What follows belongs to an exercise in optimizing a design on an open flow for small area; a production flow would make more cautious choices. In this exercise RTL edits were held to simulation tests only and were not proved equivalent to the original. The clock port is modelled as an ideal driver; clocking choices that lean on that would not hold on a real chip. Power is estimated from default activity; no workload was simulated.

[flow/config.mk]
export PLATFORM = sky130hd
export DESIGN_NAME = pokey_advanced
export DESIGN_NICKNAME = pokey_advanced
export VERILOG_FILES = /design/flow/design.v
export SDC_FILE = /design/flow/constraint.sdc
export NUM_CORES = 4
export LEC_CHECK = 0
export ABC_AREA = 1
export CAP_MARGIN = 20
export CORE_MARGIN = 2
export CORE_UTILIZATION = 40
export SLEW_MARGIN = 20
[flow/constraint.sdc]
create_clock -name core_clock -period 6.0 [get_ports {clk}]
set_input_delay 1.2000 -clock core_clock [delete_from_list [all_inputs] [get_ports {clk}]]
set_output_delay 1.2000 -clock core_clock [all_outputs]
set_load 0.01 [all_outputs]
[flow/design.v]
module pokey_advanced (
    input clk,               
    input enable_179mhz,     
    input reset_n,           
    input [3:0] addr,
    input [7:0] din,
    input we,
    output reg audio_pwm
);
    localparam [7:0] PM = 8'h55;
    reg [7:0] raudf0, raudf1, raudf2, raudf3;
    wire [7:0] naudf0 = raudf0 ^ PM;
    wire [7:0] naudf1 = raudf1 ^ PM;
    wire [7:0] naudf2 = raudf2 ^ PM;
    wire [7:0] naudf3 = raudf3 ^ PM;
    reg [3:0] vol0, vol1, vol2, vol3;
    reg [1:0] dist0, dist1, dist2, dist3;    
    reg       use_15khz, link_34, link_12, fast3, fast1;
    wire [7:0] wd  = din & {8{reset_n}};
    wire [7:0] wdn = ~wd;
    wire [8:0] sel;
    assign sel[0] = ~reset_n | (we & addr == 4'd0);
    assign sel[1] = ~reset_n | (we & addr == 4'd1);
    assign sel[2] = ~reset_n | (we & addr == 4'd2);
    assign sel[3] = ~reset_n | (we & addr == 4'd3);
    assign sel[4] = ~reset_n | (we & addr == 4'd4);
    assign sel[5] = ~reset_n | (we & addr == 4'd5);
    assign sel[6] = ~reset_n | (we & addr == 4'd6);
    assign sel[7] = ~reset_n | (we & addr == 4'd7);
    assign sel[8] = ~reset_n | (we & addr == 4'd8);
    always @(posedge clk) begin
        if (sel[0]) raudf0 <= wdn ^ PM;
        if (sel[1]) {dist0, vol0} <= {wd[7], wd[5], wd[3:0]};
        if (sel[2]) raudf1 <= wdn ^ PM;
        if (sel[3]) {dist1, vol1} <= {wd[7], wd[5], wd[3:0]};
        if (sel[4]) raudf2 <= wdn ^ PM;
        if (sel[5]) {dist2, vol2} <= {wd[7], wd[5], wd[3:0]};
        if (sel[6]) raudf3 <= wdn ^ PM;
        if (sel[7]) {dist3, vol3} <= {wd[7], wd[5], wd[3:0]};
        if (sel[8]) {fast1, fast3, link_12, link_34, use_15khz} <= {wd[6], wd[5], wd[4], wd[3], wd[0]};
    end
    reg       pb;
    reg [3:0] pa;    
    reg [5:0] pc;    
    reg       en_d;  
    always @(posedge clk) begin
        en_d <= enable_179mhz & reset_n;
        if (!reset_n) begin
            pb <= 1'b0;
            pa <= 4'd0;
            pc <= 6'd0;
        end else if (enable_179mhz) begin
            pb <= ~pb;
            if (pb) begin
                pa <= (pa == 4'd13) ? 4'd0 : pa + 4'd1;
                pc <= (pc == 6'd56) ? 6'd0 : pc + 6'd1;
            end
        end
    end
    wire tick_64khz = en_d & ~pb & (pa == 4'd0);
    wire tick_15khz = en_d & ~pb & (pc == 6'd0);
    reg [4:0]  poly5;
    reg [16:0] poly17;
    always @(posedge clk) begin
        if (!reset_n) begin
            poly5  <= 5'b10101;
            poly17 <= 17'b10101010101010101;
        end else if (enable_179mhz) begin
            poly5  <= {poly5[3:0],  ~(poly5[4] ^ poly5[2])};
            poly17 <= {poly17[15:0], ~(poly17[16] ^ poly17[4])};
        end
    end
    wire p5 = poly5[4];
    wire p17 = poly17[16];
    wire base_tick = use_15khz ? tick_15khz : tick_64khz;
    wire t0 = fast1 ? enable_179mhz : base_tick;
    wire t1 = base_tick & ~link_12;
    wire t2 = fast3 ? enable_179mhz : base_tick;
    wire t3 = base_tick & ~link_34;
    reg [15:0] q0, q2;
    reg [7:0]  q1, q3;
    wire [15:0] nc0 = q0 ^ {PM, PM};
    wire [15:0] nc2 = q2 ^ {PM, PM};
    wire [7:0]  nc1 = q1 ^ PM;
    wire [7:0]  nc3 = q3 ^ PM;
    reg [3:0]  chan_out;
    wire [16:0] b0, b2;
    wire [8:0]  b1, b3;
    assign b0[0] = t0;
    assign b1[0] = t1;
    assign b2[0] = t2;
    assign b3[0] = t3;
    genvar g;
    generate
        for (g = 0; g < 16; g = g + 1) begin : bw
            assign b0[g+1] = b0[g] & nc0[g];
            assign b2[g+1] = b2[g] & nc2[g];
        end
        for (g = 0; g < 8; g = g + 1) begin : bn
            assign b1[g+1] = b1[g] & nc1[g];
            assign b3[g+1] = b3[g] & nc3[g];
        end
    endgenerate
    wire ld0 = b0[16];
    wire ld1 = b1[8];
    wire ld2 = b2[16];
    wire ld3 = b3[8];
    wire [15:0] nload0 = {naudf1 | {8{~link_12}}, naudf0};
    wire [15:0] nload2 = {naudf3 | {8{~link_34}}, naudf2};
    always @(posedge clk) begin
        q0 <= ((nc0 ^ b0[15:0]) | (nload0 & {16{ld0}}) | {16{~reset_n}}) ^ {PM, PM};
        q1 <= ((nc1 ^ b1[7:0])  | (naudf1 & {8{ld1}})  | {8{~reset_n}}) ^ PM;
        q2 <= ((nc2 ^ b2[15:0]) | (nload2 & {16{ld2}}) | {16{~reset_n}}) ^ {PM, PM};
        q3 <= ((nc3 ^ b3[7:0])  | (naudf3 & {8{ld3}})  | {8{~reset_n}}) ^ PM;
    end
    function nxt(input [1:0] d, input o, input a17, input a5);
        nxt = (d == 2'b11) ? ~o : ((d[0] | a17) & (d[1] | a5));
    endfunction
    always @(posedge clk) begin
        if (!reset_n) chan_out <= 4'd0;
        else begin
            if (ld0) chan_out[0] <= nxt(dist0, chan_out[0], p17, p5);
            if (ld1) chan_out[1] <= nxt(dist1, chan_out[1], p17, p5);
            if (ld2) chan_out[2] <= nxt(dist2, chan_out[2], p17, p5);
            if (ld3) chan_out[3] <= nxt(dist3, chan_out[3], p17, p5);
        end
    end
    wire [3:0] a = ~(vol0 & {4{chan_out[0]}});
    wire [3:0] b = ~(vol1 & {4{chan_out[1]}});
    wire [3:0] d = ~(vol2 & {4{chan_out[2]}});
    wire [3:0] e = ~(vol3 & {4{chan_out[3]}});
    reg  [5:0] p;    
    function [1:0] fa(input x, input y, input z);    
        fa = {(x & y) | (x & z) | (y & z), x ^ y ^ z};
    endfunction
    function maj(input x, input y, input z);
        maj = (x & y) | (x & z) | (y & z);
    endfunction
    wire [1:0] f00 = fa(a[0], b[0], d[0]);
    wire       c01 = maj(f00[0], e[0], p[0]);
    wire [1:0] f10 = fa(a[1], b[1], d[1]);
    wire [1:0] f11 = fa(e[1], p[1], f00[1]);
    wire       c12 = maj(f10[0], f11[0], c01);
    wire [1:0] f20 = fa(a[2], b[2], d[2]);
    wire [1:0] f21 = fa(e[2], p[2], f10[1]);
    wire [1:0] f22 = fa(f20[0], f21[0], f11[1]);
    wire       c23 = f22[0] | c12;                   
    wire [1:0] f30 = fa(a[3], b[3], d[3]);
    wire [1:0] f31 = fa(e[3], p[3], f20[1]);
    wire [1:0] f32 = fa(f21[1], f22[1], c23);
    wire       c33 = maj(f30[0], f31[0], f32[0]);
    wire [1:0] f40 = fa(p[4], f30[1], f31[1]);
    wire       c41 = maj(f40[0], f32[1], c33);
    wire       c50 = maj(p[5], f40[1], c41);
    always @(posedge clk) begin
        if (!reset_n) begin
            p <= 6'd0;
            audio_pwm <= 1'b0;
        end else begin
            p <= p + 6'd1;
            audio_pwm <= ~c50;
        end
    end
endmodule
[flow/flow/run.sh]
#!/bin/bash
# Standard ORFS synthesis, then the combinational logic between the
# registers re-mapped by ABC for area (registers and full adders kept as they
# are), then the standard ORFS layout with clkbuf_4 clock buffers (upsized
# after CTS where a leaf's slew is high), no dummy clock loads, and the
# smallest buffer on each port.
set -euo pipefail
export CTS_ARGS="-sink_clustering_enable -repair_clock_nets -dont_use_dummy_load -buf_list {sky130_fd_sc_hd__clkbuf_4}"
export POST_CTS_TCL=$PWD/flow/post_cts.tcl
export CLK_LEAF_SLEW=0.112
export BUFFER_PORTS_ARGS="-buffer_cell sky130_fd_sc_hd__buf_1"
R=orfs/results/$FLOW_PLATFORM/pokey_advanced/base
bash standard.sh synth > synth_make.log 2>&1
cp $R/1_2_yosys.v $R/1_2_yosys_std.v
export RESYN_IN=$R/1_2_yosys_std.v RESYN_OUT=$R/1_2_yosys.v
export RESYN_LIB=$FLOW_HOME/platforms/sky130hd/lib/sky130_fd_sc_hd__tt_025C_1v80.lib
export RESYN_ABC=$PWD/flow/area.abc
yosys -c flow/resyn.tcl > resyn.log 2>&1
rm -f $R/1_synth.odb $R/1_synth.sdc
bash standard.sh > flow_make.log 2>&1
[flow/flow/area.abc]
strash
dch -f
amap
mfs3 -a
topo
[flow/flow/post_cts.tcl]
# Clock-tree touch-up after CTS: a leaf clock buffer whose output slew is high
# gets the next stronger clock buffer, so every flip-flop clock pin stays well
# inside the slew limit.
proc clk_slew {name} { return [get_property [get_pins $name/X] slew_max] }
estimate_parasitics -placement
set changed 0
foreach inst [get_cells clkbuf_*] {
  set name [get_name $inst]
  if {[llength [get_pins -quiet $name/X]] == 0} { continue }
  set s [clk_slew $name]
  if {$s > $::env(CLK_LEAF_SLEW) && [get_property $inst ref_name] == "sky130_fd_sc_hd__clkbuf_4"} {
    puts "clock buffer $name slew $s -> clkbuf_8"
    replace_cell $inst sky130_fd_sc_hd__clkbuf_8
    incr changed
  }
}
if {$changed} {
  detailed_placement
  check_placement -verbose
  estimate_parasitics -placement
}
foreach inst [get_cells clkbuf_*] {
  set name [get_name $inst]
  puts "clock buffer $name [get_property $inst ref_name] slew [clk_slew $name]"
}
[flow/flow/resyn.tcl]
# Re-map the combinational cells of the standard synthesis for area.
# The flip-flops stay the same instances (names and cell types).
yosys -import
set lib $::env(RESYN_LIB)
read_liberty -ignore_miss_func $lib
read_verilog $::env(RESYN_IN)
hierarchy -top pokey_advanced
# keep every sequential cell and full adder as it is
set seq [list]
foreach m [split [string trim [tee -q -s result.string select -list-mod =sky130_fd_sc_hd__*]] "\n"] {
  if {[regexp {__(df|edf|sdf|dl|sedf|fa_)} $m]} { lappend seq $m }
}
foreach m $seq { blackbox $m }
flatten
hierarchy -top pokey_advanced
set dont_use [list]
foreach c {sky130_fd_sc_hd__probe_p_8 sky130_fd_sc_hd__probec_p_8 sky130_fd_sc_hd__lpflow_*} {
  lappend dont_use -dont_use $c
}
opt -purge
abc -liberty $lib -script $::env(RESYN_ABC) {*}$dont_use
read_liberty -lib -ignore_redef $lib
opt_clean -purge
setundef -zero
splitnets
opt_clean -purge
hilomap -singleton -hicell sky130_fd_sc_hd__conb_1 HI -locell sky130_fd_sc_hd__conb_1 LO
insbuf -buf sky130_fd_sc_hd__buf_4 A X
yosys rename -hide w:*.*
opt_clean -purge
tee -o resyn_stat.txt stat -liberty $lib
check -assert
write_verilog -noattr -nohex -nodec $::env(RESYN_OUT)
[flow/standard.sh]
#!/bin/bash
# synth_recipe.tcl (not shown) runs the flow's synth.tcl, then flattens the netlist and writes it again
# the make line also repeats each setting of config.mk as NAME=value (left out here)
make -C /OpenROAD-flow-scripts/flow DESIGN_CONFIG=/design/flow/config.mk WORK_HOME=/design/flow/orfs CLKGATE_MAP_FILE= SYNTH_SCRIPT=/design/flow/synth_recipe.tcl "${@:-finish}"
==> results of run 1 <==
[state kept, by name, summed over array words and instances (netlist names), 5 cells and up]
register  count
poly17       17
raudf1        8
raudf0        8
q0           16
raudf3        8
q3            8
q1            8
raudf2        8
pc            6
p             6
q2           16
poly5         5
[area by class of cell]
type	instances	share of cell area [%]
multi-input combinational	342	31.6
sequential	154	58.3
inverter	42	2.49
tap	184	3.63
timing repair buffer	21	1.56
clock buffer	17	2.41
[final timing paths]
kind | to | slack, ns | cells past startpoint
hold reg to reg | poly5[4] | 0.43 | 2
hold / removal | poly5[4] | 0.43 | 2
setup reg to reg | q2[8] | 0.91 | 25
setup / recovery | q2[8] | 0.91 | 25
[routing by layer]
| layer | global-route usage (%) | up-vias | part of all wire [%] |
|---|---|---|---|
| li1 | - | 2023 | - |
| met1 | 21.3 | 1823 | 48 |
| met2 | 25.0 | 59 | 47 |
| met3 | 3.68 | 15 | 3.6 |
| met4 | 6.08 | 0 | 1.7 |
| met5 | 0 | - | 0 |
[worst max-delay path, cell delays in order, from the launching register on]
cell       delay [ns]
dfxtp_1          0.34
or4_1            0.50
o21ai_0          0.15
o2111ai_1        0.29
nor2b_1          0.24
a21oi_1          0.24
nor2b_1          0.23
nand2_1          0.11
nor2_1           0.17
nand2_1          0.11
nor2_1           0.17
nand2_1          0.11
nor2_1           0.19
nand2_1          0.13
nor2_1           0.17
nand2_1          0.12
nor2_1           0.18
nand2_1          0.12
nor2_1           0.17
nand2_1          0.11
nor2_1           0.16
nand2_1          0.33
clkinv_1         0.29
nand2b_1         0.13
o21ai_0          0.10
nor3_1           0.07
[power by group]
part           internal, mW  total, mW  switching [mW]
combinational         0.125      0.317           0.192
sequential             1.21       1.27          0.0624
clock                 0.160      0.456           0.296
total                  1.49       2.04           0.551
==> results.txt, run 1 <==
Site Rows=44; mean area per synthesized cell=10.9 µm²; total gr overflow=0; largest net degree at the start of global routing=55; Worst Clk Skew=0.0361 ns; area grow syn2layout=8.23%; TritonRoute pass-1 iters=4; all-layer global routing usage=15.8%; Max transition margin=28.1%; most common cell after layout, fill and taps aside=dfxtp_1; die area=15600 µm²; post-route ant nets=0; fin cells=760; Final Cycle Share=84.8%; outcome=complete, no violations; cell area after synthesis=5850 µm²; fin area=6330 µm²; initial DRC count=210; placed cell area=6180 µm²; first-pass GRT wire length=19500 µm; Worst EP arrival=5.36 ns; I/O pins=17; storage element area=3690 µm²; Hold Slack=0.427 ns; Chip Width=125 µm; Starting Density=40.6%; total routed wirelength=11400 µm; Worst-Margin Slew=1.07 ns; Worst setup SP type=flip-flop; RSZ-0062 raised after global routing=false; worst setup path startpoint=pc[5]; Core Region=14400 µm²; CTS tree=built; Clk Latency, worst-skew pair=0.44 ns; hold crit path type=flip-flop to flip-flop; HPWL Detailed=7920 µm; Die Span Y=125 µm; Synth Instances=538; via count=3920; dpl cells=743; Multi-input gate area=2000 µm²; Max Cap Viol=0; # diodes=0; maximum VDD drop=164 µV; fmax=197 MHz; max-slew violations=0; gpl congestion=0.791; clock-pin slew on the worst setup and hold paths=0.11 ns; Worst Hold Launch=poly5[3]; Net Count, Synth=564; vias in the first global route=3941; Pwr Density=322 nW/µm²; Buffers on Ports=16; initial antenna violation count=0; worst setup margin=0.914 ns; fin util=43.9%; Tot Pwr=2.04 mW; CTS sink cnt=154; Total Neg Setup Slack=0 ns; share of layout cells above drive strength 1=3.99%; fin crit period=5.09 ns; CP max FO=14; static leakage=2.17 nW; DRC=0; Fillers=1414; final setup fails=0; Syn. warnings=1; crit path capture type=flip-flop; layout net count=604; Fin. Hold Viols=0; WS Path Type=flip-flop to flip-flop; Worst EP required=6.27 ns; reg2reg start=pc[5]; WL/cell=15.0 µm; pre-CTS WS=0.796 ns; Vias/cell=5.16; commonest non-fill, non-tap cells in the layout=dfxtp_1 (93), nor2_1 (69), edfxtp_1 (61)
==> inputs of run 2 (changes only) <==
--- a/flow/design.v
+++ b/flow/design.v
@@ -109,7 +109,9 @@
     wire [15:0] nload2 = {naudf3 | {8{~link_34}}, naudf2};
+    reg rst_d;
     always @(posedge clk) begin
-        q0 <= ((nc0 ^ b0[15:0]) | (nload0 & {16{ld0}}) | {16{~reset_n}}) ^ {PM, PM};
-        q1 <= ((nc1 ^ b1[7:0])  | (naudf1 & {8{ld1}})  | {8{~reset_n}}) ^ PM;
-        q2 <= ((nc2 ^ b2[15:0]) | (nload2 & {16{ld2}}) | {16{~reset_n}}) ^ {PM, PM};
-        q3 <= ((nc3 ^ b3[7:0])  | (naudf3 & {8{ld3}})  | {8{~reset_n}}) ^ PM;
+        rst_d <= ~reset_n;
+        q0 <= ((nc0 ^ b0[15:0]) | (nload0 & {16{ld0 | rst_d}})) ^ {PM, PM};
+        q1 <= ((nc1 ^ b1[7:0])  | (naudf1 & {8{ld1 | rst_d}})) ^ PM;
+        q2 <= ((nc2 ^ b2[15:0]) | (nload2 & {16{ld2 | rst_d}})) ^ {PM, PM};
+        q3 <= ((nc3 ^ b3[7:0])  | (naudf3 & {8{ld3 | rst_d}})) ^ PM;
     end
--- a/flow/config.mk
+++ b/flow/config.mk
@@ -11,2 +11,4 @@
 export CORE_UTILIZATION = 40
+export GPL_ROUTABILITY_DRIVEN = 0
+export GPL_TIMING_DRIVEN = 0
 export SLEW_MARGIN = 20
==> run 2 against run 1 <==
Compared with the run above:
- maximum frequency rose by 13%
- synthesized area fell by 0.43%
- clock-buffer cell count did not move
- via count fell by 3.0%
- critical endpoint is now q0[10]
- still clean on timing, DRC and antenna
- critical path type is now primary input to flip-flop
- register-to-register slack improved by 0.75 ns
- sequential share of layout area rose by 0.62 points
- hold slack improved by 0.011 ns
==> results.txt, run 2 <==
Chip Width=125 µm (-0.21%); Worst EP arrival=4.82 ns (-0.54 ns); Reg power frac=61.7% (-0.5 points); total routed wirelength=10800 µm (-6.0%); Hold EP=poly5[4]; reg2reg start=pa[3]; fin crit period=4.52 ns (-0.566 ns); Max Cap Viol=0 (unchanged); HPWL Detailed=7630 µm (-3.6%); hold crit path type=flip-flop to flip-flop; maximum VDD drop=135 µV (-18%); cell area after synthesis=5830 µm² (-0.43%); Pwr Density=349 nW/µm² (+8.1%); fmax=221 MHz (+13%); initial antenna violation count=0 (unchanged); area grow syn2layout=8.14% (about the same); Hold Slack=0.438 ns (+0.0111 ns); pre-CTS WS=0.872 ns (+0.0768 ns); Clock power frac=21.7% (-0.6 points); Worst EP required=6.30 ns (+0.03 ns); biggest regs=poly17 x17, q0 x16, q2 x16; Buffers on Ports=16 (unchanged); via count=3804 (-3.0%); r2r endpoint=q0[10]; worst-case reg-to-reg path depth=25 (unchanged); crit path capture type=flip-flop; commonest non-fill, non-tap cells in the layout=dfxtp_1 (94), edfxtp_1 (61), nor2_1 (59); die area=15600 µm² (-0.42%); Starting Density=40.6% (about the same); DRC=0 (unchanged); Core Region=14400 µm² (-0.38%); I/O pins=17 (unchanged); Final Cycle Share=75.3% (-9.4 points); # diodes=0 (unchanged); Sw Pwr=0.590 mW (+7.1%); worst hold stages=2 (unchanged); CP max FO=16 (+2); RSZ-0062 raised after global routing=false; clock-pin slew on the worst setup and hold paths=0.08 ns (-0.03 ns); Worst-Margin Slew=1.03 ns (-0.0349 ns); dpl cells=742 (-0.13%); final setup fails=0 (unchanged); Fin. Hold Viols=0 (unchanged); WL/cell=14.1 µm (-6.0%); Biggest register=poly17; Int Power=1.61 mW (+7.8%); Net Count, Synth=568 (+0.71%); WS Path Type=primary input to flip-flop; mean area per synthesized cell=10.8 µm² (-1.2%); static leakage=2.24 nW (+3.3%); Syn. warnings=1 (unchanged); outcome=complete, no violations; TritonRoute pass-1 iters=4 (unchanged); Vias/cell=5.01 (-3.0%); all-layer global routing usage=15.0% (-0.85 points); share of layout cells above drive strength 1=3.65% (-0.35 points); Site Rows=44 (unchanged); Max transition margin=30.6% (+2.5 points); first-pass GRT wire length=18300 µm (-5.8%); combinational share of power=16.5% (+1.0 points); CTS sink cnt=155 (+0.65%); Worst setup SP type=primary input; Synth Instances=542 (+0.74%); Tot Pwr=2.20 mW (+7.6%); Die Span Y=125 µm (-0.21%); max reg flops=17 (unchanged); fin cells=760 (unchanged); initial DRC count=121 (-42%); max-slew violations=0 (unchanged); largest net degree at the start of global routing=31 (-44%); worst setup margin=1.48 ns (+0.566 ns); post-route ant nets=0 (unchanged); Worst Hold Launch=poly5[3]; sw frac=26.8% (-0.12 points); CTS tree=built; Clk Latency, worst-skew pair=0.42 ns (-0.02 ns); layout net count=604 (unchanged); vias in the first global route=3863 (-2.0%); Worst Clk Skew=0.0282 ns (-0.00793 ns); total gr overflow=0 (unchanged); Fillers=1345 (-4.9%); Total Neg Setup Slack=0 ns (unchanged); Reg2Reg Setup Slack=1.66 ns (+0.75 ns); most common cell after layout, fill and taps aside=dfxtp_1
## run 2: worst max-delay path: stages
cell	delay [ns]
buf_1	0.19
clkinv_1	0.41
a21oi_1	0.28
nand2_1	0.09
clkinv_1	0.06
nand2_1	0.08
nor2_1	0.20
nand2_1	0.13
nor2_1	0.18
nand2_1	0.10
nor2_1	0.15
nand2_1	0.10
nor2_1	0.15
nand2_1	0.11
nor2_1	0.17
nand2_1	0.14
nor2_1	0.20
nand2_1	0.12
nor2_1	0.20
nand2_1	0.12
clkinv_1	0.08
nor2_2	0.13
a21oi_1	0.18
nor2_1	0.05
## run 2: worst max-delay path by stage
stage / startpoint / slack (ns) / end / cells after the start
floorplan: enable_179mhz / 2.02 / q2[0] / 20
global placement: reset_n / 0.97 / poly17[2] / 5
detailed placement: enable_179mhz / 0.87 / q0[10] / 24
global route: enable_179mhz / 0.94 / q2[8] / 22
finish: enable_179mhz / 1.48 / q0[10] / 24
## run 2: layer usage
metal / GRT usage, % / vias to the layer above / part of all wire [%]
met3: 3.95 / 15 / 3.5
met1: 18.0 / 1763 / 45
met4: 6.28 / 0 / 2.2
met2: 25.5 / 54 / 49
li1: - / 1972 / -
met5: 0 / - / 0
## run 2: per-stage QoR
stage | cell area [µm²] | utilization (%)
floorplan | 5830 | -
finish | 6300 | 43.9
global route | 6300 | 43.9
detailed placement | 6120 | 42.6
global placement | 6120 | 42.6
## run 2: cell type report
cell class              instances  area, µm²  area share, %
inverters                      56        210           3.34
repair buffers                 17       66.3           1.05
clock buffers                  17        171           2.72
multi-input cells             331       1910           30.3
well taps                     184        230           3.65
flip-flops and latches        155       3710           58.9
## run 2: power by group through the flow
stage	Sequential, mW	Combinational (mW)	Clock, mW
after floorplan	1.36	0.284	0
after global placement	1.37	0.346	0
after detailed placement	1.38	0.365	0
after global routing	1.38	0.424	0.537
final	1.36	0.364	0.477
==> inputs of run 3 (changes only) <==
--- a/flow/config.mk
+++ b/flow/config.mk
@@ -11,4 +11,3 @@
 export CORE_UTILIZATION = 40
-export GPL_ROUTABILITY_DRIVEN = 0
-export GPL_TIMING_DRIVEN = 0
+export PLACE_DENSITY = 0.75
 export SLEW_MARGIN = 20
==> run 3 against run 2 <==
Compared with the run above:
- clock power down 5.9%
- setup slack got worse by 0.024 ns
- largest cell class unchanged
- core utilization about the same
- first-iteration DRC count up 86%
- synthesized cell count is the same
- register-to-register slack better by 0.03 ns
- critical endpoint is now q0[8]
- highest routed layer unchanged
- critical path depth up 1
- non-clock buffer count rose by 2
- total power is 0.94% lower
- sequential share of layout area hardly changed
==> results.txt, run 3 <==
Worst Clk Skew=0.0306 ns (+0.00249 ns); I/O pins=17 (unchanged); Int Power=1.59 mW (-1.2%); layout net count=606 (+0.33%); Max Cap Viol=0 (unchanged); commonest non-fill, non-tap cells in the layout=dfxtp_1 (94), edfxtp_1 (61), nor2_1 (60); WL/cell=14.1 µm (-0.66%); worst setup margin=1.46 ns (-0.0235 ns); DRC=0 (unchanged); Clk Latency, worst-skew pair=0.41 ns (about the same); Hold EP=poly5[4]; Critical Path Max Stage Delay=0.38 ns (-0.03 ns); Vias/cell=5.15 (+2.8%); CTS sink cnt=155 (unchanged); initial DRC count=225 (+86%); worst-case reg-to-reg path depth=28 (+12%); CTS tree=built; total gr overflow=0 (unchanged); Final Cycle Share=75.7% (+0.39 points); maximum VDD drop=224 µV (+67%); first-pass GRT wire length=17400 µm (-5.1%); initial antenna violation count=0 (unchanged); CP max FO=14 (-2); static leakage=2.24 nW (about the same); most common cell after layout, fill and taps aside=dfxtp_1; largest net degree at the start of global routing=31 (unchanged); Worst EP required=6.28 ns (-0.02 ns); max reg flops=17 (unchanged); cell area after synthesis=5830 µm² (unchanged); Core Region=14400 µm² (unchanged); Biggest register=poly17; combinational share of power=16.9% (+0.4 points); final setup fails=0 (unchanged); reg2reg start=pc[1]; mean area per synthesized cell=10.8 µm² (unchanged); hold crit path type=flip-flop to flip-flop; max-slew violations=0 (unchanged); pre-CTS WS=1.10 ns (+0.223 ns); Chip Width=125 µm (unchanged); worst hold stages=2 (unchanged); Buffers on Ports=16 (unchanged); Max transition margin=24.9% (-5.8 points); Reg power frac=62.5% (+0.8 points); vias in the first global route=3755 (-2.8%); Reg2Reg Setup Slack=1.69 ns (+0.03 ns); HPWL Detailed=7650 µm (+0.23%); all-layer global routing usage=14.1% (-0.90 points); fin crit period=4.54 ns (+0.0235 ns); Pwr Density=346 nW/µm² (-0.86%); Site Rows=44 (unchanged); r2r endpoint=q0[8]; post-route ant nets=0 (unchanged); Fin. Hold Viols=0 (unchanged); Fillers=1317 (-2.1%); storage element area=3710 µm² (unchanged); gpl congestion=0.767; Sw Pwr=0.588 mW (-0.34%); slowest cell on the critical path=clkinv_1; WS Path Type=primary input to flip-flop; clock-pin slew on the worst setup and hold paths=0.09 ns (about the same); via count=3921 (+3.1%); Clock power frac=20.6% (-1.1 points); Worst Hold Launch=poly5[3]; # diodes=0 (unchanged); Worst-Margin Slew=1.12 ns (+0.0858 ns); CP Buf/Inv Count=5 (+1); Multi-input gate area=1910 µm² (-0.13%); area grow syn2layout=8.05% (about the same); TritonRoute pass-1 iters=5 (+1); share of layout cells above drive strength 1=3.63% (-0.013 points); total routed wirelength=10700 µm (-0.40%); outcome=complete, no violations; Worst EP arrival=4.82 ns (about the same); Worst setup SP type=primary input; RSZ-0062 raised after global routing=false; biggest regs=poly17 x17, q0 x16, q2 x16; Total Neg Setup Slack=0 ns (unchanged); sw frac=27.0% (+0.16 points); Starting Density=40.6% (unchanged); fmax=220 MHz (-0.52%); Die Span Y=125 µm (unchanged); Syn. warnings=1 (unchanged); die area=15600 µm² (unchanged); crit path capture type=flip-flop; Net Count, Synth=568 (unchanged); Synth Instances=542 (unchanged); Worst path top cell family by delay=simple AND/OR/NAND/NOR gates
==> run 3: cell count changes in the layout (fill, tap and decap cells not counted) <==
cell / change
buf_1: +1
buf_2: -2
buf_4: +3
clkbuf_4: +3
clkbuf_8: -3
nor2_1: +1
nor2_2: -1
o21ai_0: +1
o21ai_1: -1
==> run 3: how the worst max path moves through the flow <==
stage                  start      to  slack [ns]  cells past startpoint
2_1_floorplan  enable_179mhz   q2[0]        2.02                     20
3_3_place_gp   enable_179mhz   q0[8]        1.26                     24
3_5_place_dp   enable_179mhz  q0[10]        1.10                     24
5_1_grt        enable_179mhz   q0[8]        0.91                     25
6_report       enable_179mhz   q0[8]        1.46                     25
==> run 3: worst min-delay path, delay by kind of cell, from the launching register on <==
kind                   cells  cell delay, ns
flip-flops                 1            0.31
AO/OA/AOI/OAI              1            0.05
buffers and inverters      1            0.05
==> run 3: power by group through the flow <==
stage                     clock (mW)  combinational (mW)  sequential, mW
after floorplan                    0               0.284            1.36
after global placement             0               0.344            1.37
after detailed placement           0               0.365            1.38
after global routing           0.500               0.420            1.38
final                          0.449               0.368            1.36
==> run 3: through the flow <==
step | hold slack, ns | instances | power [mW] | cell area, µm² | utilization [%]
after floorplan | 0.419 | 542 | 1.64 | 5830 | -
after global placement | 0.428 | 744 | 1.72 | 6130 | 42.7
after detailed placement | 0.429 | 744 | 1.75 | 6130 | 42.7
after global routing | 0.459 | 762 | 2.30 | 6300 | 43.8
final | 0.446 | 762 | 2.18 | 6300 | 43.8
==> run 3: layout make-up <==
cell class,count,share of cell area [%]
Sequential cell,155,59.0
Clock buffer,17,2.42
Timing Repair Buffer,19,1.31
Multi-Input combinational cell,331,30.3
Inverter,56,3.34
Tap cell,184,3.66
==> run 3: routing by layer <==
| metal | vias to the layer above | GRT usage (%) | share of wire, % |
|---|---|---|---|
| li1 | 1974 | - | - |
| met1 | 1854 | 16.6 | 45 |
| met2 | 73 | 24.1 | 49 |
| met3 | 20 | 3.52 | 3.6 |
| met4 | 0 | 6.54 | 2.1 |
| met5 | - | 0 | 0 |
==> inputs of run 4 (changes only) <==
--- a/flow/config.mk
+++ b/flow/config.mk
@@ -11,3 +11,2 @@
 export CORE_UTILIZATION = 40
-export PLACE_DENSITY = 0.75
 export SLEW_MARGIN = 20
==> run 4 against run 3 <==
Compared with the run above:
- setup slack gained 0.11 ns
- critical endpoint is now q0[0]
- clock-buffer cell count stayed put
- sequential power about the same
- routed wire length grew 2.2%
- cell count unchanged
- global-route usage rose by 0.93 points
- critical path depth down 2
- clock skew hardly changed
- largest power group unchanged
- clock power up 1%
- non-clock buffer count stayed put
- final area about the same
==> results.txt, run 4 <==
outcome=complete, no violations; total gr overflow=0 (unchanged); DRC=0 (unchanged); I/O pins=17 (unchanged); TritonRoute pass-1 iters=4 (-1); slowest cell on the critical path=clkinv_1; Pwr Density=345 nW/µm² (-0.14%); Core Region=14400 µm² (unchanged); biggest regs=poly17 x17, q0 x16, q2 x16; CP max FO=16 (+2); WL/cell=14.4 µm (+2.2%); fin crit period=4.43 ns (-0.115 ns); Worst setup SP type=primary input; post-route ant nets=0 (unchanged); total routed wirelength=10900 µm (+2.2%); Fin. Hold Viols=0 (unchanged); clock-pin slew on the worst setup and hold paths=0.10 ns (about the same); CP Cell Sequence=buf_1 > clkinv_1 > a21oi_1 > nand2_1 > clkinv_1 > nand2_1 > nor2_1 > nand2_1 > nor2_1 > nand2_1 > nor2_1 > nand2_1 > nor2_1 > nand2_1 > nor2_1 > nand2_1 > nor2_1 > nand2_1 > nor2_1 > nand2_1 > clkinv_1 > nor2_1 > o21a_1; Starting Density=40.6% (unchanged); fmax=226 MHz (+2.6%); Worst EP arrival=4.73 ns (-0.09 ns); Max transition margin=30.4% (+5.5 points); Total Neg Setup Slack=0 ns (unchanged); HPWL Detailed=7690 µm (+0.52%); area grow syn2layout=7.94% (about the same); Vias/cell=5.05 (-1.9%); hold crit path type=flip-flop to flip-flop; Syn. warnings=1 (unchanged); Buffers on Ports=16 (unchanged); first-pass GRT wire length=18100 µm (+4.3%); worst-case reg-to-reg path depth=24 (-14%); Critical Path Max Stage Delay=0.40 ns (+0.02 ns); Net Count, Synth=568 (unchanged); Biggest register=poly17; Reg2Reg Setup Slack=1.75 ns (+0.06 ns); CTS tree=built; largest net degree at the start of global routing=31 (unchanged); Final Cycle Share=73.8% (-1.9 points); RSZ-0062 raised after global routing=false; Chip Width=125 µm (unchanged); # diodes=0 (unchanged); layout net count=606 (unchanged); Clk Latency, worst-skew pair=0.43 ns (+0.02 ns); Die Span Y=125 µm (unchanged); commonest non-fill, non-tap cells in the layout=dfxtp_1 (94), edfxtp_1 (61), nor2_1 (60); mean area per synthesized cell=10.8 µm² (unchanged); all-layer global routing usage=15.0% (+0.93 points); via count=3846 (-1.9%); Max Cap Viol=0 (unchanged); Hold Slack=0.446 ns (-0.000845 ns); maximum VDD drop=167 µV (-25%); max reg flops=17 (unchanged); Worst EP required=6.31 ns (+0.03 ns); vias in the first global route=3706 (-1.3%); crit path capture type=flip-flop; Fillers=1350 (+2.5%); cell area after synthesis=5830 µm² (unchanged); gpl congestion=0.786 (+2.5%); Site Rows=44 (unchanged); CTS sink cnt=155 (unchanged); Worst Clk Skew=0.0305 ns (-0.000129 ns); Worst-Margin Slew=1.04 ns (-0.0820 ns); static leakage=2.24 nW (-0.12%); most common cell after layout, fill and taps aside=dfxtp_1; Crit path top cell by count=nand2_1; initial antenna violation count=0 (unchanged); max-slew violations=0 (unchanged); Synth Instances=542 (unchanged); die area=15600 µm² (unchanged); WS Path Type=primary input to flip-flop; share of layout cells above drive strength 1=3.63% (unchanged); initial DRC count=156 (-31%); final setup fails=0 (unchanged); worst hold stages=2 (unchanged)
[run 4: cell count changes in the layout (fill, tap and decap cells not counted)]
cell,change
clkbuf_8,-1
clkbuf_4,+1
[run 4: critical path, delay by kind of cell]
kind                   cells  cell delay [ns]
buffers and inverters      4             0.70
and+or+nand+nor           17             2.29
AOI/OAI and AO/OA          2             0.54
[run 4: worst paths after layout]
check | start | endpoint
max | enable_179mhz | q0[0]
min | poly17[5] | poly17[6]
max reg2reg | pa[1] | q0[0]
min reg2reg | poly17[5] | poly17[6]
[run 4: cell type report]
type | count | area, µm² | area share (%)
Tap cell | 184 | 230 | 3.66
Multi-Input combinational cell | 331 | 1910 | 30.3
Sequential cell | 155 | 3710 | 59.0
Timing Repair Buffer | 19 | 82.6 | 1.31
Inverter | 56 | 210 | 3.34
Clock buffer | 17 | 146 | 2.33
[run 4: report_power, final]
group / leakage [nW] / internal, mW / switching, mW
Combinational: 0.782 / 0.157 / 0.203
Sequential: 1.37 / 1.27 / 0.0869
Clock: 0.0860 / 0.153 / 0.302
Total: 2.24 / 1.58 / 0.592
[run 4: stage by stage]
step | std cells | utilization (%) | power [mW] | worst slack (ns) | instance area [µm²]
after floorplan | 542 | - | 1.64 | 2.02 | 5830
after global placement | 745 | 42.7 | 1.72 | 1.12 | 6140
after detailed placement | 745 | 42.7 | 1.74 | 0.960 | 6140
after global routing | 762 | 43.8 | 2.31 | 0.893 | 6290
final | 762 | 43.8 | 2.17 | 1.57 | 6290
[run 4: layer usage]
layer  track usage, %  part of all wire, %  vias to the layer above
met5                0                    0                        -
met4             6.21                  1.6                        0
met3             4.17                  2.9                       14
met2             24.8                   48                       52
met1             18.5                   47                     1790
li1                 -                    -                     1990
==> inputs of run 5 (changes only) <==
--- a/flow/config.mk
+++ b/flow/config.mk
@@ -10,3 +10,3 @@
 export CORE_MARGIN = 2
-export CORE_UTILIZATION = 40
+export CORE_UTILIZATION = 50
 export SLEW_MARGIN = 20
==> run 5 against run 4 <==
Compared with the run above:
- still clean
- setup slack got worse by 0.054 ns
- global-route usage increased by 4.0 points
- hold slack improved by 0.0086 ns
==> results.txt, run 5 <==
RSZ-0062 raised after global routing=false; commonest non-fill, non-tap cells in the layout=dfxtp_1 (94), edfxtp_1 (61), nor2_1 (60); total gr overflow=0 (unchanged); WL/cell=15.1 µm (+5.0%); largest net degree at the start of global routing=31 (unchanged); Biggest register=poly17; static leakage=2.23 nW (-0.10%); TritonRoute pass-1 iters=4 (unchanged); CTS sink cnt=155 (unchanged); final setup fails=0 (unchanged); Fin. Hold Viols=0 (unchanged); fin crit period=4.48 ns (+0.0537 ns); WS Path Type=primary input to flip-flop; area grow syn2layout=7.04%; Worst-Margin Slew=1.05 ns (+0.0143 ns); share of layout cells above drive strength 1=3.47% (-0.17 points); post-route ant nets=0 (unchanged); outcome=complete, no violations; layout net count=605 (-0.17%); Total Neg Setup Slack=0 ns (unchanged); Worst path top cell family by delay=simple AND/OR/NAND/NOR gates; gpl congestion=0.766 (-2.5%); CP max FO=16 (unchanged); Worst EP arrival=4.78 ns (+0.05 ns); Die Span Y=112 µm (-10%); cell area after synthesis=5830 µm² (unchanged); max-slew violations=0 (unchanged); Worst setup SP type=primary input; initial DRC count=268 (+72%); all-layer global routing usage=19.1% (+4.0 points); Vias/cell=5.31 (+5.2%); initial antenna violation count=0 (unchanged); Max transition margin=29.3% (-1.1 points); maximum VDD drop=190 µV (+14%); mean area per synthesized cell=10.8 µm² (unchanged); Clk Latency, worst-skew pair=0.42 ns (about the same); DRC=0 (unchanged); Reg2Reg Setup Slack=1.76 ns (about the same); total routed wirelength=10900 µm (-0.80%); # diodes=0 (unchanged); Site Rows=39 (-11%); die area=12500 µm² (-19%); crit path capture type=flip-flop; via count=3824 (-0.57%); most common cell after layout, fill and taps aside=dfxtp_1; slowest cell on the critical path=clkinv_1; Syn. warnings=1 (unchanged); Fillers=1031 (-24%); Worst Clk Skew=0.0369 ns (+0.00638 ns); CP Buf/Inv Count=4 (unchanged); Max Cap Viol=0 (unchanged); Pwr Density=349 nW/µm² (+1.1%); Synth Instances=542 (unchanged); Starting Density=51.0% (+10 points); Hold Slack=0.454 ns (+0.00860 ns); first-pass GRT wire length=18300 µm (+0.83%); Worst EP required=6.30 ns (about the same); Core Region=11400 µm² (-21%); CP Cell Sequence=buf_1 > clkinv_1 > a21oi_1 > nand2_1 > clkinv_1 > nand2_1 > nor2_1 > nand2_1 > nor2_1 > nand2_1 > nor2_1 > nand2_1 > nor2_1 > nand2_1 > nor2_1 > nand2_1 > nor2_1 > nand2_1 > nor2_1 > nand2_1 > clkinv_1 > nor2_1 > a21oi_1 > nor2_1; Final Cycle Share=74.7% (+0.89 points); fmax=223 MHz (-1.2%); CTS tree=built; Critical Path Max Stage Delay=0.40 ns (about the same); Chip Width=112 µm (-10%); HPWL Detailed=7500 µm (-2.4%); clock-pin slew on the worst setup and hold paths=0.09 ns (about the same); Buffers on Ports=16 (unchanged); biggest regs=poly17 x17, q0 x16, q2 x16; vias in the first global route=3733 (+0.73%); Net Count, Synth=568 (unchanged); max reg flops=17 (unchanged); hold crit path type=flip-flop to flip-flop; I/O pins=17 (unchanged)
-- run 5: per-stage QoR --
stage	std cells	area [µm²]	utilization, %	worst slack, ns	power [mW]
finish	720	6240	54.6	1.52	2.18
global route	720	6240	54.6	0.848	2.32
detailed placement	703	6080	53.3	1.04	1.74
global placement	703	6080	53.3	1.17	1.72
floorplan	542	5830	-	2.02	1.64
-- run 5: final timing paths --
check	to	from	depth (start not counted)
max	q0[8]	enable_179mhz	24
min	q0[0]	raudf0[0]	1
max reg2reg	q0[8]	pc[1]	27
min reg2reg	q0[0]	raudf0[0]	1
-- run 5: cell type report --
class                           instances  area, µm²  share of cell area (%)
Clock buffer                           17        153                    2.45
Inverter                               56        210                    3.37
Multi-Input combinational cell        331       1910                    30.6
Sequential cell                       155       3710                    59.5
Tap cell                              143        179                    2.87
Timing Repair Buffer                   18       75.1                    1.20
-- run 5: layer usage --
layer,track usage [%],vias up,part of all wire (%)
met5,0,-,0
met2,30.7,46,47
li1,-,1979,-
met1,24.5,1786,47
met4,6.75,0,1.7
met3,6.04,13,4.1
-- run 5: power by group --
part | leakage (nW) | total [mW] | internal, mW | switching, mW
combinational | 0.777 | 0.359 | 0.156 | 0.203
sequential | 1.37 | 1.36 | 1.27 | 0.0886
clock | 0.0886 | 0.459 | 0.160 | 0.298
total | 2.23 | 2.18 | 1.59 | 0.590
-- run 5: worst register-to-register path, cell delays in order, from the launching register on --
cell and delay (ns):
dfxtp_1 0.33, nor2_1 0.15, nand4_1 0.13, nand2_1 0.08
o2111ai_1 0.33, nor2b_1 0.26, a21oi_1 0.15, nand2_1 0.09
clkinv_1 0.06, nand2_1 0.07, nor2_1 0.16, nand2_1 0.11
nor2_1 0.18, nand2_1 0.11, nor2_1 0.16, nand2_1 0.11
nor2_1 0.16, nand2_1 0.12, nor2_1 0.18, nand2_1 0.12
nor2_1 0.18, nand2_1 0.12, nor2_1 0.17, nand2_1 0.11
clkinv_1 0.07, nor2_1 0.20, a21oi_1 0.20, nor2_1 0.05
==> inputs of run 6 (changes only) <==
--- a/flow/design.v
+++ b/flow/design.v
@@ -9,8 +9,7 @@
 );
-    localparam [7:0] PM = 8'h55;
-    reg [7:0] raudf0, raudf1, raudf2, raudf3;
-    wire [7:0] naudf0 = raudf0 ^ PM;
-    wire [7:0] naudf1 = raudf1 ^ PM;
-    wire [7:0] naudf2 = raudf2 ^ PM;
-    wire [7:0] naudf3 = raudf3 ^ PM;
+    reg [7:0] audf0, audf1, audf2, audf3;
+    wire [7:0] naudf0 = ~audf0;
+    wire [7:0] naudf1 = ~audf1;
+    wire [7:0] naudf2 = ~audf2;
+    wire [7:0] naudf3 = ~audf3;
     reg [3:0] vol0, vol1, vol2, vol3;
@@ -19,3 +18,2 @@
     wire [7:0] wd  = din & {8{reset_n}};
-    wire [7:0] wdn = ~wd;
     wire [8:0] sel;
@@ -31,9 +29,9 @@
     always @(posedge clk) begin
-        if (sel[0]) raudf0 <= wdn ^ PM;
+        if (sel[0]) audf0 <= wd;
         if (sel[1]) {dist0, vol0} <= {wd[7], wd[5], wd[3:0]};
-        if (sel[2]) raudf1 <= wdn ^ PM;
+        if (sel[2]) audf1 <= wd;
         if (sel[3]) {dist1, vol1} <= {wd[7], wd[5], wd[3:0]};
-        if (sel[4]) raudf2 <= wdn ^ PM;
+        if (sel[4]) audf2 <= wd;
         if (sel[5]) {dist2, vol2} <= {wd[7], wd[5], wd[3:0]};
-        if (sel[6]) raudf3 <= wdn ^ PM;
+        if (sel[6]) audf3 <= wd;
         if (sel[7]) {dist3, vol3} <= {wd[7], wd[5], wd[3:0]};
@@ -79,2 +77,3 @@
     wire t3 = base_tick & ~link_34;
+    localparam [7:0] PM = 8'hAA;
     reg [15:0] q0, q2;
--- a/flow/config.mk
+++ b/flow/config.mk
@@ -10,3 +10,3 @@
 export CORE_MARGIN = 2
-export CORE_UTILIZATION = 50
+export CORE_UTILIZATION = 40
 export SLEW_MARGIN = 20
==> run 6 against run 5 <==
Compared with the run above:
- critical path depth is the same
- largest cell class unchanged
- still clean on timing, DRC and antenna
- first-iteration DRC count shrank 44%
- critical endpoint is now q0[10]
- synthesized cell count shrank 6.6%
- setup slack lost 0.19 ns
==> results.txt, run 6 <==
cell area after synthesis=5710 µm² (-2.1%); Synth Instances=506 (-6.6%); Reg2Reg Setup Slack=1.32 ns (-0.44 ns); WL/cell=15.4 µm (+2.4%); Max transition margin=29.6% (+0.37 points); RSZ-0062 raised after global routing=false; Worst Clk Skew=0.0333 ns (-0.00357 ns); CP Cell Sequence=nor4_1 > a31oi_1 > nor3b_1 > nor2_1 > a21oi_1 > nand2_1 > nor2_1 > nand2_1 > nor2_1 > nand2_1 > nor2_1 > nand2_1 > nor2_1 > nand2_1 > nor2_1 > nand2_1 > nor2_1 > nand2_1 > nor2_1 > nand2_1 > nor2_1 > nor2_1 > or2_0 > o211ai_1; Net Count, Synth=532 (-6.3%); total routed wirelength=11100 µm (+2.6%); final setup fails=0 (unchanged); Chip Width=123 µm (+10%); all-layer global routing usage=16.3% (-2.8 points); r2r endpoint=q0[10]; reg2reg start=use_15khz; Critical Path Max Stage Delay=0.70 ns (+0.30 ns); Site Rows=43 (+10%); HPWL Detailed=7850 µm (+4.7%); Die Span Y=123 µm (+10%); Final Cycle Share=77.9% (+3.2 points); Crit path top cell by count=nor2_1; Worst Hold Launch=audf0[4]; worst hold stages=1 (unchanged); first-pass GRT wire length=18200 µm (-0.38%); WS Path Type=flip-flop to flip-flop; fmax=214 MHz (-4.1%); initial antenna violation count=0 (unchanged); Worst EP arrival=5.01 ns (+0.23 ns); share of layout cells above drive strength 1=3.51% (+0.046 points); # diodes=0 (unchanged); TritonRoute pass-1 iters=4 (unchanged); CP max FO=17 (+1); total gr overflow=0 (unchanged); die area=15200 µm² (+22%); Worst setup SP type=flip-flop; outcome=complete, no violations; crit path capture type=flip-flop; Worst-Margin Slew=1.04 ns (-0.00543 ns); initial DRC count=149 (-44%); Vias/cell=5.15 (-3.1%); pre-CTS WS=0.999 ns (-0.0424 ns); Core Region=13900 µm² (+22%); Max Cap Viol=0 (unchanged); gpl congestion=0.787 (+2.7%); static leakage=2.19 nW (-2.1%); Total Neg Setup Slack=0 ns (unchanged); worst setup margin=1.32 ns (-0.193 ns); fin crit period=4.68 ns (+0.193 ns); post-route ant nets=0 (unchanged); vias in the first global route=3692 (-1.1%); slowest cell on the critical path=nor3b_1; via count=3711 (-3.0%); layout net count=569 (-6.0%); CTS sink cnt=155 (unchanged); Worst EP required=6.34 ns (+0.04 ns); Fillers=1291 (+25%); max reg flops=17 (unchanged); biggest regs=poly17 x17, q0 x16, q2 x16; Biggest register=poly17; fin util=44.2% (-10 points); Buffers on Ports=16 (unchanged); DRC=0 (unchanged); hold crit path type=flip-flop to flip-flop; commonest non-fill, non-tap cells in the layout=dfxtp_1 (94), nor2_1 (67), edfxtp_1 (61); most common cell after layout, fill and taps aside=dfxtp_1; area grow syn2layout=7.94%; CTS tree=built; max-slew violations=0 (unchanged); Starting Density=41.0% (-10 points); Fin. Hold Viols=0 (unchanged); I/O pins=17 (unchanged); Hold EP=q0[4]; Clk Latency, worst-skew pair=0.42 ns (about the same); mean area per synthesized cell=11.3 µm² (+4.9%); clock-pin slew on the worst setup and hold paths=0.09 ns (about the same); Syn. warnings=1 (unchanged); Pwr Density=349 nW/µm² (about the same); worst-case reg-to-reg path depth=24 (-11%); maximum VDD drop=142 µV (-25%); largest net degree at the start of global routing=26 (-16%)
-- run 6: area by class of cell --
| class | instances | area, µm² | area share, % |
|---|---|---|---|
| clock buffer | 17 | 153 | 2.48 |
| inverter | 24 | 90.1 | 1.46 |
| multi-input combinational | 327 | 1900 | 30.9 |
| sequential | 155 | 3710 | 60.3 |
| tap | 180 | 225 | 3.66 |
| timing repair buffer | 18 | 75.1 | 1.22 |
-- run 6: layer usage --
| metal | vias to the layer above | track usage, % | part of all wire (%) |
|---|---|---|---|
| li1 | 1902 | - | - |
| met1 | 1729 | 20.7 | 47 |
| met2 | 64 | 26.9 | 48 |
| met3 | 16 | 3.92 | 3.1 |
| met4 | 0 | 6.39 | 1.6 |
| met5 | - | 0 | 0 |
-- run 6: critical path, delay by kind of cell (launching register included) --
kind / cells / cell delay (ns)
simple gates: 21 / 3.76
compound gates: 3 / 0.41
flops: 1 / 0.43
-- run 6: worst max-delay path by stage --
stage	start	endpoint	slack, ns	depth (start not counted)
floorplan	enable_179mhz	q0[10]	1.96	21
global placement	enable_179mhz	q2[8]	1.19	22
detailed placement	enable_179mhz	q0[14]	1.0	22
global route	use_15khz	q0[12]	0.57	24
finish	use_15khz	q0[10]	1.32	24
-- run 6: power by group --
group          leakage [nW]  total [mW]  switching (mW)  internal [mW]
Combinational         0.733       0.351           0.199          0.152
Clock                0.0886       0.455           0.294          0.160
Sequential             1.36        1.35          0.0820           1.26
-- run 6: stage by stage --
stage,instances,hold WS (ns),instance area (µm²),power [mW]
3_5_place_dp,704,0.429,6010,1.73
2_1_floorplan,506,0.418,5710,1.62
5_1_grt,721,0.460,6160,2.29
3_3_place_gp,704,0.427,6010,1.71
6_report,721,0.433,6160,2.15
==> inputs of run 7 (changes only) <==
--- a/flow/design.v
+++ b/flow/design.v
@@ -52,4 +52,4 @@
             if (pb) begin
-                pa <= (pa == 4'd13) ? 4'd0 : pa + 4'd1;
-                pc <= (pc == 6'd56) ? 6'd0 : pc + 6'd1;
+                pa <= (pa == 4'b0100) ? 4'd0 : {pa[2:0], ~(pa[3] ^ pa[2])};
+                pc <= (pc == 6'b001010) ? 6'd0 : {pc[4:0], ~(pc[5] ^ pc[4])};
             end
==> run 7 against run 6 <==
Compared with the run above:
- still clean on timing, DRC and antenna
- sequential power hardly changed
- setup slack better by 0.028 ns
- core utilization is 0.054 points higher
- clock-buffer cell count stayed put
- first-iteration DRC count is 5.4% higher
- final area is 0.26% lower
- non-clock buffer count is 3 higher
- synthesized cell count is 2.6% lower
- die area is 0.63% lower
- critical path depth is 2 lower
- critical path type is now primary input to flip-flop
==> results.txt, run 7 <==
outcome=complete, no violations; Pwr Density=357 nW/µm² (+2.3%); static leakage=2.17 nW (-0.62%); fin area=6140 µm² (-0.26%); Crit path top cell by count=nor2_1; Total Neg Setup Slack=0 ns (unchanged); met1 usage=19.4% (-1.2 points); Starting Density=40.9% (-0.11 points); Net Count, Synth=519 (-2.4%); all-layer global routing usage=15.5% (-0.79 points); dpl cells=694 (-1.4%); Worst Hold Launch=audf0[0]; DRC=0 (unchanged); Tot Pwr=2.19 mW (+2.0%); fmax=215 MHz (+0.59%); Hold Slack=0.441 ns (+0.00765 ns); busiest grt layer=met2; WL/cell=14.9 µm (-3.6%); CP Cell Sequence=buf_1 > clkinv_1 > a21oi_1 > nand2_1 > nor2_1 > nand2_1 > nor2_1 > nand2_1 > nor2_1 > nand2_1 > nor2_1 > nand2_1 > nor2_1 > nand2_1 > nor2_1 > nand2_1 > nor2_1 > nand2_1 > nor2_1 > nor2_1 > or2_0 > o211ai_1; Clk Latency, worst-skew pair=0.42 ns (about the same); CTS sink cnt=155 (unchanged); commonest non-fill, non-tap cells in the layout=dfxtp_1 (94), edfxtp_1 (61), nor2_1 (54); Multi-input gate area=1860 µm² (-2.3%); worst setup margin=1.35 ns (+0.0276 ns); Fin. Hold Viols=0 (unchanged); Biggest register=poly17; Final Cycle Share=77.5% (-0.46 points); Chip Width=123 µm (-0.32%); share of layout cells above drive strength 1=4.33% (+0.82 points); fin crit period=4.65 ns (-0.0276 ns); RSZ-0062 raised after global routing=false; Reg2Reg Setup Slack=1.61 ns (+0.29 ns); Worst EP arrival=4.99 ns (-0.02 ns); first-pass GRT wire length=17300 µm (-4.9%); CP max FO=17 (unchanged); Reg power frac=62.0% (-0.5 points); max-slew violations=0 (unchanged); Clock power frac=20.5% (-0.6 points); Die Span Y=123 µm (-0.32%); slowest cell on the critical path=clkinv_1; met2 GRT Util=25.0% (-1.9 points); fin util=44.3% (+0.054 points); Hold EP=q0[0]; largest net degree at the start of global routing=25 (-3.8%); Syn. warnings=1 (unchanged); Worst path top cell family by delay=simple AND/OR/NAND/NOR gates; initial DRC count=157 (+5.4%); Vias/cell=5.18 (+0.56%); initial antenna violation count=0 (unchanged); fin cells=711 (-1.4%); CTS tree=built; cell area after synthesis=5670 µm² (-0.66%); post-route ant nets=0 (unchanged); combinational share of power=17.6% (+1.3 points); # diodes=0 (unchanged); area grow syn2layout=8.36%; pre-CTS WS=0.910 ns (-0.0893 ns); max reg flops=17 (unchanged); maximum VDD drop=149 µV (+5.1%); mean area per synthesized cell=11.5 µm² (+2.0%); vias in the first global route=3531 (-4.4%); clock-pin slew on the worst setup and hold paths=0.10 ns (about the same); Critical Path Max Stage Delay=0.43 ns (-0.27 ns); WS Path Type=primary input to flip-flop; storage element area=3710 µm² (unchanged); crit path capture type=flip-flop; r2r endpoint=q0[14]; sw frac=27.3% (+0.52 points); reg2reg start=pc[5]; Worst Clk Skew=0.0296 ns (-0.00374 ns); Synth Instances=493 (-2.6%); TritonRoute pass-1 iters=5 (+1); Max transition margin=32.8% (+3.1 points); layout net count=559 (-1.8%); CP Buf/Inv Count=2 (+2); Worst EP required=6.34 ns (about the same); Fillers=1317 (+2.0%); Global Route met3 Usage=4.29% (+0.37 points); worst-case reg-to-reg path depth=25 (+4.2%); Worst setup SP type=primary input; worst hold stages=1 (unchanged); via count=3680 (-0.84%); final setup fails=0 (unchanged); Int Power=1.60 mW (+1.3%); Max Cap Viol=0 (unchanged); die area=15100 µm² (-0.63%); placed cell area=5990 µm² (-0.25%); Sw Pwr=0.599 mW (+4.0%); Site Rows=43 (unchanged); HPWL Detailed=7410 µm (-5.7%); total routed wirelength=10600 µm (-5.0%); biggest regs=poly17 x17, q0 x16, q2 x16; gpl congestion=0.801 (+1.9%); most common cell after layout, fill and taps aside=dfxtp_1; I/O pins=17 (unchanged); total gr overflow=0 (unchanged); Core Region=13900 µm² (-0.39%); Buffers on Ports=16 (unchanged); hold crit path type=flip-flop to flip-flop; Worst-Margin Slew=0.998 ns (-0.0465 ns)
==> run 7: per-layer routing <==
layer	vias up	share of wire, %
li1	1880	-
met1	1714	45
met2	69	48
met3	17	4.6
met4	0	2.3
met5	-	0
==> run 7: power by group through the flow <==
stage / combinational, mW / clock (mW) / sequential [mW]
floorplan: 0.308 / 0 / 1.36
global placement: 0.373 / 0 / 1.38
detailed placement: 0.389 / 0 / 1.38
global route: 0.451 / 0.506 / 1.38
finish: 0.386 / 0.449 / 1.36
==> run 7: area by class of cell <==
class	count	area share [%]
clock buffers	17	2.38
inverters	27	1.65
multi-input cells	311	30.3
flip-flops and latches	155	60.4
well taps	180	3.67
repair buffers	21	1.59
==> run 7: worst max-delay path by stage <==
| stage | startpoint | to | slack [ns] | cells after the start |
|---|---|---|---|---|
| 5_1_grt | enable_179mhz | q2[8] | 0.68 | 22 |
| 2_1_floorplan | enable_179mhz | q0[10] | 1.93 | 21 |
| 6_report | enable_179mhz | q0[14] | 1.35 | 22 |
| 3_5_place_dp | enable_179mhz | q0[14] | 0.91 | 22 |
| 3_3_place_gp | enable_179mhz | q2[8] | 1.19 | 22 |
==> inputs of run 8 (changes only) <==
--- a/flow/flow/run.sh
+++ b/flow/flow/run.sh
@@ -3,5 +3,6 @@
 # registers re-mapped by ABC for area (registers and full adders kept as they
-# are), then the standard ORFS layout with clkbuf_4 clock buffers (upsized
-# after CTS where a leaf's slew is high), no dummy clock loads, and the
-# smallest buffer on each port.
+# are, with a search over which full adders run in the inverted domain), then
+# the standard ORFS layout with clkbuf_4 clock buffers (upsized after CTS
+# where a leaf's slew is high), no dummy clock loads, and the smallest buffer
+# on each port.
 set -euo pipefail
@@ -14,6 +15,6 @@
 cp $R/1_2_yosys.v $R/1_2_yosys_std.v
-export RESYN_IN=$R/1_2_yosys_std.v RESYN_OUT=$R/1_2_yosys.v
 export RESYN_LIB=$FLOW_HOME/platforms/sky130hd/lib/sky130_fd_sc_hd__tt_025C_1v80.lib
 export RESYN_ABC=$PWD/flow/area.abc
-yosys -c flow/resyn.tcl > resyn.log 2>&1
+export RESYN_TCL=$PWD/flow/resyn.tcl
+python3 flow/fa_search.py $R/1_2_yosys_std.v $R/1_2_yosys.v $PWD/resyn > fa_search.log 2>&1
 rm -f $R/1_synth.odb $R/1_synth.sdc
==> flow/flow/fa_search.py (new file) <==
#!/usr/bin/env python3
"""Full-adder polarity search for the area re-mapping.

A full adder is self-dual: FA(~a, ~b, ~c) = (~sum, ~carry). The standard
synthesis fixes which side of each fa_1 cell carries inverted signals. This
script tries, greedily, to run chosen fa_1 cells in the inverted domain (an
inverter on each of their pins, which the ABC re-mapping then absorbs into the
neighbouring logic) and keeps a choice only when the re-mapped netlist is
smaller. The registers are never touched.

usage: fa_search.py STD_NETLIST OUT_NETLIST WORKDIR
(environment: RESYN_LIB, RESYN_ABC, RESYN_TCL)"""
import os, re, subprocess, sys

std, out, work = sys.argv[1:4]
os.makedirs(work, exist_ok=True)
src = open(std).read()
pat = re.compile(r'(\s*)sky130_fd_sc_hd__fa_1\s+(\S+)\s*\((.*?)\);', re.S)
fas = [m.group(2) for m in pat.finditer(src)]


def flipped(flip):
    k = 0
    wires = []

    def repl(m):
        nonlocal k
        ind, name, body = m.group(1), m.group(2), m.group(3)
        if name not in flip:
            return m.group(0)
        newpins, invs = [], []
        for p, s in re.findall(r'\.(\w+)\(([^()]*?)\s*\)', body):
            s = s.strip()
            if s.startswith('\\'):
                s += ' '
            k += 1
            w = f'faflip_{k}'
            wires.append(w)
            if p in ('SUM', 'COUT'):
                invs.append(f'{ind}sky130_fd_sc_hd__inv_1 faflip_inv_{k} (.A({w}), .Y({s}));')
            else:
                invs.append(f'{ind}sky130_fd_sc_hd__inv_1 faflip_inv_{k} (.A({s}), .Y({w}));')
            newpins.append(f'.{p}({w})')
        return f'{ind}sky130_fd_sc_hd__fa_1 {name} (' + ', '.join(newpins) + ');' + ''.join(invs)

    res = pat.sub(repl, src)
    i = res.index(';', res.index('module ')) + 1
    return res[:i] + ''.join(f'\n  wire {w};' for w in wires) + res[i:]


log = open(os.path.join(work, 'fa_search.log'), 'w')
n = 0


def area(flip):
    """Re-map the netlist with these cells flipped; return (area, netlist path)."""
    global n
    n += 1
    d = os.path.join(work, f'try{n}')
    os.makedirs(d, exist_ok=True)
    inp = os.path.join(d, 'in.v')
    outp = os.path.join(d, 'out.v')
    open(inp, 'w').write(flipped(flip))
    env = dict(os.environ, RESYN_IN=inp, RESYN_OUT=outp)
    with open(os.path.join(d, 'yosys.log'), 'w') as f:
        r = subprocess.run(['yosys', '-c', os.environ['RESYN_TCL']], cwd=d, env=env,
                           stdout=f, stderr=subprocess.STDOUT)
    if r.returncode != 0:
        log.write(f'try{n} {sorted(flip)} failed\n')
        return None, None
    a = float(re.search(r"Chip area for module '\\pokey_advanced': ([\d.]+)",
                        open(os.path.join(d, 'resyn_stat.txt')).read()).group(1))
    log.write(f'try{n} {sorted(flip)} {a}\n')
    log.flush()
    return a, outp


cur = set()
best, best_net = area(cur)
if best is None:
    sys.exit('the plain re-mapping failed')
improved = True
while improved:
    improved = False
    for fa in fas:
        if fa in cur:
            continue
        a, net = area(cur | {fa})
        if a is not None and a < best - 0.01:
            best, best_net, cur = a, net, cur | {fa}
            improved = True
            log.write(f'keep {fa}: {best}\n')
log.write(f'final {sorted(cur)} {best}\n')
open(out, 'w').write(open(best_net).read())
==> run 8 against run 7 <==
Compared with the run above:
- synthesized area shrank 0.68%
- first-iteration DRC count shrank 0.64%
- sequential power is essentially flat
- cell count shrank 1.4%
- non-clock buffer count shrank 3
- register-to-register slack lost 0.07 ns
- sequential share of layout area grew 0.45 points
- clock-buffer cell count is the same
- routed wire length grew 0.64%
- maximum frequency grew 0.64%
- die area shrank 0.67%
- clock skew grew 0.0053 ns
- largest power group unchanged
==> results.txt, run 8 <==
Biggest register=poly17; outcome=complete, no violations; Worst path top cell family by delay=simple AND/OR/NAND/NOR gates; area grow syn2layout=8.31% (about the same); layout net count=549 (-1.8%); static leakage=2.14 nW (-1.7%); Worst Hold Launch=audf2[2]; all-layer global routing usage=15.4% (-0.15 points); Core Region=13800 µm² (-0.39%); worst setup margin=1.38 ns (+0.0295 ns); maximum VDD drop=178 µV (+20%); WL/cell=15.2 µm (+2.1%); Buffers on Ports=16 (unchanged); first-pass GRT wire length=17300 µm (-0.16%); RSZ-0062 raised after global routing=false; Worst-Margin Slew=1.04 ns (+0.0415 ns); Worst EP arrival=4.94 ns (-0.05 ns); CTS tree=built; fin cells=701 (-1.4%); total gr overflow=0 (unchanged); fmax=217 MHz (+0.64%); TritonRoute pass-1 iters=4 (-1); Site Rows=43 (unchanged); max reg flops=17 (unchanged); die area=15000 µm² (-0.67%); hold crit path type=flip-flop to flip-flop; Hold EP=q2[2]; r2r endpoint=q0[14]; Synth Instances=486 (-1.4%); pre-CTS WS=0.878 ns (-0.0319 ns); gpl congestion=0.793 (-0.99%); mean area per synthesized cell=11.6 µm² (+0.75%); WS Path Type=primary input to flip-flop; Die Span Y=123 µm (-0.33%); HPWL Detailed=7410 µm (about the same); CP Buf/Inv Count=2 (unchanged); largest net degree at the start of global routing=24 (-4.0%); biggest regs=poly17 x17, q0 x16, q2 x16; fin crit period=4.62 ns (-0.0295 ns); worst hold stages=1 (unchanged); Total Neg Setup Slack=0 ns (unchanged); Net Count, Synth=512 (-1.3%); # diodes=0 (unchanged); Syn. warnings=1 (unchanged); Starting Density=40.7% (-0.12 points); I/O pins=17 (unchanged); worst-case reg-to-reg path depth=25 (unchanged); Worst Clk Skew=0.0349 ns (+0.00529 ns); wire length on met3=356 µm (-27%); Vias/cell=5.23 (+0.96%); Chip Width=123 µm (-0.33%); most common cell after layout, fill and taps aside=dfxtp_1; post-route ant nets=0 (unchanged); Clk Latency, worst-skew pair=0.42 ns (about the same); Worst setup SP type=primary input; initial antenna violation count=0 (unchanged); final setup fails=0 (unchanged); CTS sink cnt=155 (unchanged); initial DRC count=156 (-0.64%); CP Cell Sequence=buf_1 > clkinv_1 > a21oi_1 > nand2_1 > nor2_1 > nand2_1 > nor2_1 > nand2_1 > nor2_1 > nand2_1 > nor2_1 > nand2_1 > nor2_1 > nand2_1 > nor2_1 > nand2_1 > nor2_1 > nand2_1 > nor2_1 > nor2_2 > or2_0 > o211ai_1; cell area after synthesis=5630 µm² (-0.68%); via count=3663 (-0.46%); Reg2Reg Setup Slack=1.54 ns (-0.07 ns); met2 WL=5130 µm (+1.0%); Final Cycle Share=77.0% (-0.49 points); reg2reg start=pc[4]; Fin. Hold Viols=0 (unchanged); Pwr Density=368 nW/µm² (+3.0%); Critical Path Max Stage Delay=0.40 ns (-0.03 ns); share of layout cells above drive strength 1=3.84% (-0.49 points); Worst EP required=6.32 ns (-0.02 ns); vias in the first global route=3417 (-3.2%); max-slew violations=0 (unchanged); dpl cells=684 (-1.4%); total routed wirelength=10600 µm (+0.64%); CP max FO=17 (unchanged); commonest non-fill, non-tap cells in the layout=dfxtp_1 (94), edfxtp_1 (61), nor2_1 (56); clock-pin slew on the worst setup and hold paths=0.11 ns (about the same); Max Cap Viol=0 (unchanged); Top Layer Used=met4; Max transition margin=30.0% (-2.8 points); routed length on met1=5040 µm (+5.6%); slowest cell on the critical path=clkinv_1; crit path capture type=flip-flop; DRC=0 (unchanged)
## run 8: area by class of cell
class / instances / area (µm²)
Clock buffer: 17 / 165
Fill cell: 1271 / 7730
Inverter: 19 / 71.3
Multi-Input combinational cell: 312 / 1850
Sequential cell: 155 / 3710
Tap cell: 180 / 225
Timing Repair Buffer: 18 / 75.1
## run 8: layer usage
metal	GRT usage, %	vias up
met5	0	-
met4	5.17	0
met3	3.90	11
met2	24.4	52
met1	20.6	1740
li1	-	1860
## run 8: worst max-delay path by stage
stage	start	endpoint	cells after the start	slack (ns)
final	enable_179mhz	q0[14]	22	1.38
after global routing	enable_179mhz	q2[14]	22	0.82
after detailed placement	enable_179mhz	q0[10]	22	0.88
after global placement	enable_179mhz	q0[8]	22	1.10
after floorplan	enable_179mhz	q0[10]	21	1.89
## run 8: power by group
group | switching [mW] | internal (mW) | total [mW]
logic | 0.221 | 0.180 | 0.401
clock network | 0.299 | 0.174 | 0.473
registers | 0.0950 | 1.27 | 1.37
total | 0.615 | 1.63 | 2.24
## run 8: stage by stage
stage / total power [mW] / util [%] / cell area (µm²) / hold WS (ns)
2_1_floorplan: 1.68 / - / 5630 / 0.418
3_3_place_gp: 1.77 / 42.9 / 5930 / 0.424
3_5_place_dp: 1.80 / 42.9 / 5930 / 0.431
5_1_grt: 2.39 / 44.1 / 6100 / 0.438
6_report: 2.24 / 44.1 / 6100 / 0.419

[re-timing with driven ports]
In the flow no input, the clock included, has a driving cell. The finished layouts below were timed again as built, in two steps. Step 1, drivers: a clkbuf_16 drives clk and a buf_2 each remaining input, both assumed. Step 2 adds t to the input delays and takes it off the output delays; t is the mean of the earliest and latest rising clock arrival at the registers after step 1. Input paths then give back, and output paths get back, about the clock's delay inside the block. a / b / c = no drivers / after step 1 / after step 2; a / b = the first two.
| run | shift t [ns] | slack for setup (ns) | worst setup path at the end | clock arrival spread, ns | worst register clock-pin slew, ns |
|---|---|---|---|---|---|
| run 1 | 0.456 | 0.914 / 0.914 / 0.787 | input to register | 0.037 / 0.037 | 0.11 / 0.11 |
| run 2 | 0.444 | 1.480 / 1.498 / 1.054 | input to register | 0.029 / 0.028 | 0.10 / 0.10 |
| run 3 | 0.428 | 1.457 / 1.468 / 1.040 | input to register | 0.035 / 0.034 | 0.11 / 0.11 |
| run 4 | 0.454 | 1.571 / 1.580 / 1.127 | input to register | 0.031 / 0.031 | 0.11 / 0.11 |
| run 5 | 0.438 | 1.518 / 1.530 / 1.092 | input to register | 0.038 / 0.037 | 0.11 / 0.11 |
| run 6 | 0.439 | 1.324 / 1.324 / 1.011 | input to register | 0.034 / 0.034 | 0.11 / 0.11 |
| run 7 | 0.444 | 1.352 / 1.365 / 0.921 | input to register | 0.029 / 0.030 | 0.11 / 0.11 |
| run 8 | 0.444 | 1.382 / 1.399 / 0.955 | input to register | 0.039 / 0.039 | 0.11 / 0.11 |
After both steps setup and hold are still met in every run listed. For run 4, which loses most, drivers alone change the setup slack by +0.009 ns; drivers and shift together by -0.444 ns.
